Background: an optimization exercise with open tools, aiming at small area. Do not read the settings as production practice. RTL that was checked went through simulation tests only; none was proved equivalent to the original. Power and IR drop assume default switching activity.

Design uart_caesar_decoder, start of the top module:
module uart_caesar_decoder (
    input  wire       clk,         
    input  wire       rst_n,       
    input  wire       uart_rx,     
    output wire       uart_tx,     
    output wire [3:0] leds         
);
    parameter CLK_FREQ  = 50000000;  
    parameter BAUD_RATE = 1000000;
    wire [7:0] rx_data;
    wire       rx_done;
    wire       tx_idle;
    reg  [7:0] tx_data;
    wire       issue;
    uart_rx #(.CLK_FREQ(CLK_FREQ), .BAUD_RATE(BAUD_RATE)) uart_receiver (
        .clk(clk), .rst_n(rst_n), .rx(uart_rx), .data(rx_data), .done(rx_done));
    uart_tx #(.CLK_FREQ(CLK_FREQ), .BAUD_RATE(BAUD_RATE)) uart_transmitter (
        .clk(clk), .rst_n(rst_n), .tx(uart_tx), .data(tx_data), .start(issue), .idle(tx_idle));
    localparam S_WAIT_SHIFT = 0;
    localparam S_WAIT_MSG   = 1;
    localparam S_DECODE     = 2;
    localparam S_SEND       = 3;
    reg  [1:0] state;
    reg        avail;         
    reg  [7:0] shift;
    reg  [6:0] msg_len;
  ...
==> flow/config.mk <==
export PLATFORM = sky130hd
export DESIGN_NAME = uart_caesar_decoder
export DESIGN_NICKNAME = uart_caesar_decoder
export VERILOG_FILES = /design/flow/design.v
export SDC_FILE = /design/flow/constraint.sdc
export NUM_CORES = 8
export LEC_CHECK = 0
export CAP_MARGIN = 0
export CORE_MARGIN = 2
export CORE_UTILIZATION = 50
export PLACE_DENSITY = 0.75
export SLEW_MARGIN = 0
==> flow/constraint.sdc <==
create_clock -name core_clock -period 20.0 [get_ports {clk}]
set_input_delay 4.0000 -clock core_clock [delete_from_list [all_inputs] [get_ports {clk}]]
set_output_delay 4.0000 -clock core_clock [all_outputs]
set_load 0.01 [all_outputs]
standard.sh (not shown) runs the stock make flow with config.mk's settings and CLKGATE_MAP_FILE= SYNTH_SCRIPT=/design/flow/synth_recipe.tcl, a recipe that flattens the netlist after the stock synthesis.
==> flow/flow/run.sh <==
#!/bin/bash
# Own layout flow: the standard synthesis, then the combinational logic is
# re-mapped with a stronger ABC script (every register instance is kept as
# it is), then the standard layout with custom clock-tree options.
set -euo pipefail
W=$(pwd)
F=$W/flow
R=$W/orfs/results/$FLOW_PLATFORM/uart_caesar_decoder/base
PLAT=$FLOW_HOME/platforms/$FLOW_PLATFORM
LIB=$PLAT/lib/sky130_fd_sc_hd__tt_025C_1v80.lib

# 1. standard synthesis
bash standard.sh synth > $W/log_1_synth.log 2>&1

# 2. re-map the combinational logic; flip-flops stay as they are
cp $R/1_2_yosys.v $W/std_1_2_yosys.v
DU=$(sed -n '/DONT_USE_CELLS/,/^$/p' $PLAT/config.mk | grep -o 'sky130_fd_sc_hd__[a-z0-9_]*' | sed 's/^/-dont_use /' | tr '\n' ' ')
yosys -l $W/log_2_resyn.log -p "
read_liberty -ignore_miss_func $LIB
blackbox sky130_fd_sc_hd__df* sky130_fd_sc_hd__edf* sky130_fd_sc_hd__sdf* sky130_fd_sc_hd__dl*
read_verilog $W/std_1_2_yosys.v
hierarchy -top $FLOW_TOP
flatten
opt -purge
abc -liberty $LIB $DU -script $F/resyn.abc
opt_clean -purge
hilomap -singleton -hicell sky130_fd_sc_hd__conb_1 HI -locell sky130_fd_sc_hd__conb_1 LO
opt_clean -purge
tee -o $W/resyn_stat.txt stat -liberty $LIB
write_verilog -noattr -nohex -nodec $W/resyn_1_2_yosys.v
" > /dev/null
cp $W/resyn_1_2_yosys.v $R/1_2_yosys.v
rm -f $R/1_synth.odb $R/1_synth.sdc

# 3. layout
export CTS_ARGS="-sink_clustering_enable -repair_clock_nets -sink_clustering_size 30 -sink_clustering_max_diameter 100 -dont_use_dummy_load"
if [[ -f $F/cts_args ]]; then export CTS_ARGS="$(cat $F/cts_args)"; fi
if [[ -f $F/extra_env ]]; then set -a; source $F/extra_env; set +a; fi
bash standard.sh finish > $W/log_3_layout.log 2>&1
==> flow/flow/cts_args <==
-sink_clustering_enable -repair_clock_nets -dont_use_dummy_load -sink_clustering_size 22 -sink_clustering_max_diameter 60 -buf_list sky130_fd_sc_hd__clkbuf_8
==> flow/flow/extra_env <==
BUFFER_PORTS_ARGS="-buffer_cell sky130_fd_sc_hd__buf_1"
==> flow/flow/resyn.abc <==
strash
dc2
dch -f
amap -m
topo
The baseline completed without violations.
Next try:
==> flow/flow/cts_args (replaced) <==
-sink_clustering_enable -repair_clock_nets -dont_use_dummy_load -sink_clustering_size 14 -sink_clustering_max_diameter 50 -buf_list sky130_fd_sc_hd__buf_4
After rerunning:
- clock power went down by a few percent
- first-iteration DRC count shrinks by a few percent
- area after synthesis is unchanged
- power decreases slightly
Next try:
==> flow/flow/cts_args (replaced) <==
-sink_clustering_enable -repair_clock_nets -dont_use_dummy_load -sink_clustering_size 12 -sink_clustering_max_diameter 40 -buf_list sky130_fd_sc_hd__clkbuf_4
Non-clock buffer count stays the same. Total power came out higher slightly. Combinational power came out higher slightly. Worst setup slack is worse by 0.12 ns. Global-route usage came out higher by 0.14 points. Worst hold slack is better by 0.014 ns. Routed wire length came out higher slightly. Sequential share of layout area came out lower by 0.29 points. Sequential power hardly moves.
No functional check of the RTL was part of any run of this note.

* * *

== run 1 ==
The RTL this note starts from:
==> flow/design.v <==
module uart_rx #(parameter CLK_FREQ = 50000000, parameter BAUD_RATE = 9600)(
    input  wire       clk, rst_n, rx,
    output reg  [7:0] data,
    output wire       done
);
    localparam integer CLKS_PER_BIT = CLK_FREQ / BAUD_RATE;
    localparam integer HALF_BIT = CLKS_PER_BIT / 2;
    reg       rx_sync, rx_reg;
    reg [3:0] state;
    reg [5:0] cnt;
    function [5:0] lfsr_at(input integer k);
        integer i;
        begin
            lfsr_at = 6'd1;
            for (i = 0; i < k; i = i + 1) lfsr_at = {lfsr_at[4:0], lfsr_at[5] ^ lfsr_at[4]};
        end
    endfunction
    localparam [5:0] LAST  = lfsr_at(CLKS_PER_BIT-1);
    localparam [5:0] START = lfsr_at(CLKS_PER_BIT-1 - HALF_BIT);
    wire last = (cnt == LAST);
    assign done = (state == 15) && last;
    always @(posedge clk) begin
        rx_sync <= rx;
        rx_reg  <= rx_sync;
    end
    always @(posedge clk) begin
        if (state >= 7 && state <= 14 && last) data <= {rx_reg, data[7:1]};
    end
    always @(posedge clk or negedge rst_n) begin
        if (!rst_n) state <= 0;
        else if (state == 0) begin
            if (!rx_reg) state <= 6;
        end else if (last) begin
            if (state == 6 && rx_reg) state <= 0;
            else state <= state + 1;
        end
    end
    always @(posedge clk) begin
        if (state == 0) cnt <= START;
        else if (last) cnt <= 6'd1;
        else cnt <= {cnt[4:0], cnt[5] ^ cnt[4]};
    end
endmodule
module uart_tx #(parameter CLK_FREQ = 50000000, parameter BAUD_RATE = 9600)(
    input  wire       clk, rst_n,
    output wire       tx,
    input  wire [7:0] data,
    input  wire       start,
    output wire       idle
);
    localparam integer CLKS_PER_BIT = CLK_FREQ / BAUD_RATE;
    reg [3:0] state;
    reg [5:0] cnt;
    function [5:0] lfsr_at(input integer k);
        integer i;
        begin
            lfsr_at = 6'd1;
            for (i = 0; i < k; i = i + 1) lfsr_at = {lfsr_at[4:0], lfsr_at[5] ^ lfsr_at[4]};
        end
    endfunction
    localparam [5:0] LAST = lfsr_at(CLKS_PER_BIT-1);
    localparam [5:0] WAIT = lfsr_at(62);    
    wire last = (cnt == LAST);
    assign idle = (state == 0);
    assign tx = state[3] ? data[state[2:0]] : (state != 7);
    always @(posedge clk or negedge rst_n) begin
        if (!rst_n) state <= 0;
        else if (start) state <= 6;
        else if (state != 0 && last) state <= state + 1;
    end
    always @(posedge clk) begin
        if (start) cnt <= WAIT;
        else if (last) cnt <= 6'd1;
        else cnt <= {cnt[4:0], cnt[5] ^ cnt[4]};
    end
endmodule
module uart_caesar_decoder (
    input  wire       clk,         
    input  wire       rst_n,       
    input  wire       uart_rx,     
    output wire       uart_tx,     
    output wire [3:0] leds         
);
    parameter CLK_FREQ  = 50000000;  
    parameter BAUD_RATE = 1000000;
    wire [7:0] rx_data;
    wire       rx_done;
    wire       tx_idle;
    reg  [7:0] tx_data;
    wire       issue;
    uart_rx #(.CLK_FREQ(CLK_FREQ), .BAUD_RATE(BAUD_RATE)) uart_receiver (
        .clk(clk), .rst_n(rst_n), .rx(uart_rx), .data(rx_data), .done(rx_done));
    uart_tx #(.CLK_FREQ(CLK_FREQ), .BAUD_RATE(BAUD_RATE)) uart_transmitter (
        .clk(clk), .rst_n(rst_n), .tx(uart_tx), .data(tx_data), .start(issue), .idle(tx_idle));
    localparam S_WAIT_SHIFT = 0;
    localparam S_WAIT_MSG   = 1;
    localparam S_DECODE     = 2;
    localparam S_SEND       = 3;
    reg  [1:0] state;
    reg        avail;         
    reg  [7:0] shift;
    reg  [6:0] msg_len;
    reg  [6:0] index;
    reg        overflow_flag;
    reg        active;        
    reg [21:0] blink;
    wire [5:0] phase = blink[5:0];
    wire [5:0] phase_next = {phase[4:0], phase[5] ^ phase[4] ^ (phase[4:0] == 5'd0)};
    always @(posedge clk or negedge rst_n)
        if (!rst_n) blink <= 22'd0;
        else        blink <= {blink[21:6] - (phase == 6'd0), phase_next};
    assign leds = active ? (4'b0001 << ~blink[21:20]) : 4'b0000;
    reg  [511:0] ring;
    wire         slot = (phase == index[5:0]);
    wire [6:0]   index_next = {index[6] | (index[5:0] == 6'b100000),
                               index[4:0], index[5] ^ index[4] ^ (index[4:0] == 5'd0)};
    wire [4:0] low   = rx_data[4:0];
    wire       alpha = (rx_data[7:6] == 2'b01) && (low != 0) && (low <= 26);
    wire [7:0] dec   = alpha ? (rx_data - shift + ((low <= shift) ? 8'd26 : 8'd0)) : rx_data;
    wire is_digit = (rx_data >= "0" && rx_data <= "9");
    wire newline  = (rx_data == 8'h0A);
    wire write = (state == S_WAIT_MSG) && avail && !newline && !index[6] && slot;
    wire take  = ((state == S_WAIT_SHIFT) && avail) ||
                 ((state == S_WAIT_MSG) && avail && (newline || index[6] || slot));
    assign issue = (state == S_SEND) && tx_idle;
    always @(posedge clk)
        ring <= {ring[503:0], write ? dec : ring[511:504]};
    always @(posedge clk or negedge rst_n) begin
        if (!rst_n) begin
            state  <= S_WAIT_SHIFT;
            avail  <= 0;
            active <= 0;
        end else begin
            active <= (state != S_WAIT_SHIFT);
            if (take) avail <= 0;
            else if (rx_done) avail <= 1;
            case (state)
                S_WAIT_SHIFT: if (avail) state <= S_WAIT_MSG;
                S_WAIT_MSG:   if (avail && newline) state <= S_DECODE;
                S_DECODE:     if (overflow_flag || index == msg_len) state <= S_SEND;
                S_SEND:       if (tx_idle && (overflow_flag ? index != 0 : index == msg_len))
                                  state <= S_WAIT_SHIFT;
            endcase
        end
    end
    always @(posedge clk) begin
        if (rx_done && (state == S_DECODE || state == S_SEND || (state == S_WAIT_SHIFT && !avail)))
            shift <= is_digit ? {4'd0, rx_data[3:0]} : rx_data;
        case (state)
            S_WAIT_SHIFT: begin
                index <= 0;
                overflow_flag <= 0;
            end
            S_WAIT_MSG: begin
                if (avail) begin
                    if (newline) begin
                        msg_len <= index;
                        index <= 0;
                    end
                    else if (index[6]) overflow_flag <= 1;
                    else if (slot) index <= index_next;
                end
            end
            S_DECODE: begin
                if (overflow_flag || index == msg_len) index <= 0;
                else index <= index_next;
            end
            S_SEND: begin
                if (tx_idle) begin
                    if (overflow_flag) index <= 1;
                    else if (index != msg_len) index <= index_next;
                end
            end
        endcase
        if (issue) begin
            if (overflow_flag) tx_data <= (index == 0) ? "!" : 8'h0A;
            else if (index == msg_len) tx_data <= 8'h0A;
        end else if (state == S_SEND && !overflow_flag && index != 0 && slot)
            tx_data <= ring[7:0];
    end
endmodule
clock: 20.0 ns
lec_check: 0
cap_margin: 0
core_margin: 2
core_utilization: 50
place_density: 0.75
slew_margin: 0
==> flow/flow/cts_args <==
-sink_clustering_enable -repair_clock_nets -dont_use_dummy_load -sink_clustering_size 14 -sink_clustering_max_diameter 40 -buf_list sky130_fd_sc_hd__buf_4
Scripts as last shown in full above: flow/flow/run.sh, flow/flow/extra_env, flow/flow/resyn.abc
Inputs modified between run 1 and run 2:
==> flow/flow/cts_args <==
-sink_clustering_enable -repair_clock_nets -dont_use_dummy_load -sink_clustering_size 13 -sink_clustering_max_diameter 45 -buf_list sky130_fd_sc_hd__buf_4 sky130_fd_sc_hd__buf_8
Run 2: aborted in clock tree synthesis (4_1_cts) (tool error)
On routability congestion estimate, run 2 tracks run 1 almost exactly.
Setup slack after placement came out exactly the same in run 2 and run 1.
Status: post-synthesis net count parity (run 2, run 1)
Half-perimeter wire length after detailed placement: run 1 vs run 2 — no meaningful difference
Relative to run 2, the following input files were edited for run 3:
==> flow/flow/cts_args <==
-sink_clustering_enable -repair_clock_nets -dont_use_dummy_load -sink_clustering_size 13 -sink_clustering_max_diameter 45 -buf_list sky130_fd_sc_hd__buf_4
Of run 2 and run 3, only run 2 never reached the final stage.
Flow for run 2 halted at clock tree synthesis (4_1_cts), error code STA-0564.
Run 3 vs. run 2: number of buffers added on ports shows no meaningful change, floorplan die width shows no meaningful change, detailed placement HPWL shows no meaningful change, initial core utilization shows no meaningful change.
Re synthesized area: no difference whatsoever between run 3 and run 2.
Modified inputs, run 4 compared to run 3
# run 3
export LEC_CHECK = 0
export CAP_MARGIN = 0
export CORE_MARGIN = 2
export CORE_UTILIZATION = 50
export PLACE_DENSITY = 0.75
export SLEW_MARGIN = 0
create_clock -name core_clock -period 20.0 [get_ports {clk}]
# run 4
export LEC_CHECK = 0
export CAP_MARGIN = 0
export CORE_MARGIN = 2
export CORE_UTILIZATION = 65
export PLACE_DENSITY = 0.85
export SLEW_MARGIN = 0
create_clock -name core_clock -period 20.0 [get_ports {clk}]
Notes after the runs:
- Both conditions hold for run 4: the flow ran to the end and the final layout passed the timing, design-rule and antenna checks.
- Summary of the comparison: design area is lower in run 4, relative to run 3.
- Of run 4 and run 3, the lower count of inserted tapcells belongs to run 4.
- Re overall die width: run 3 was higher than run 4.
- Per the comparison of run 4 with run 3, placement-stage cell area shows a reduction of 0.83%; total power consumption of the routed design roughly the same; internal power summed over all cells roughly the same.

-- afterwards: timing with drivers on the ports --
The results above use ideal ports. As a check the final layouts listed here were re-extracted and re-timed, cells and wires unchanged. Step 1, drivers: a clkbuf_16 drives clk and a buf_2 each remaining input, both assumed. Step 2, shift: input delay + t, output delay - t, t = (earliest + latest rising clock arrival at the registers) / 2. This alone moves slack from input paths to output paths. a / b / c = ideal / step 1 / step 2; a / b = the first two.
run	shift t [ns]	slack for setup (ns)	worst setup path at the end	pins driven straight from the clock port
the first run of note 1	0.625	13.753 / 13.709 / 14.333	register to output	1
the second run of note 1	0.582	13.774 / 13.732 / 14.314	register to output	1
the third run of note 1	0.708	13.653 / 13.611 / 14.319	register to output	1
run 1	0.590	13.839 / 13.796 / 14.386	register to output	1
run 3	0.598	13.842 / 13.800 / 14.398	register to output	1
run 4	0.591	13.862 / 13.824 / 14.415	register to output	1
After both steps every run listed still meets setup and hold.
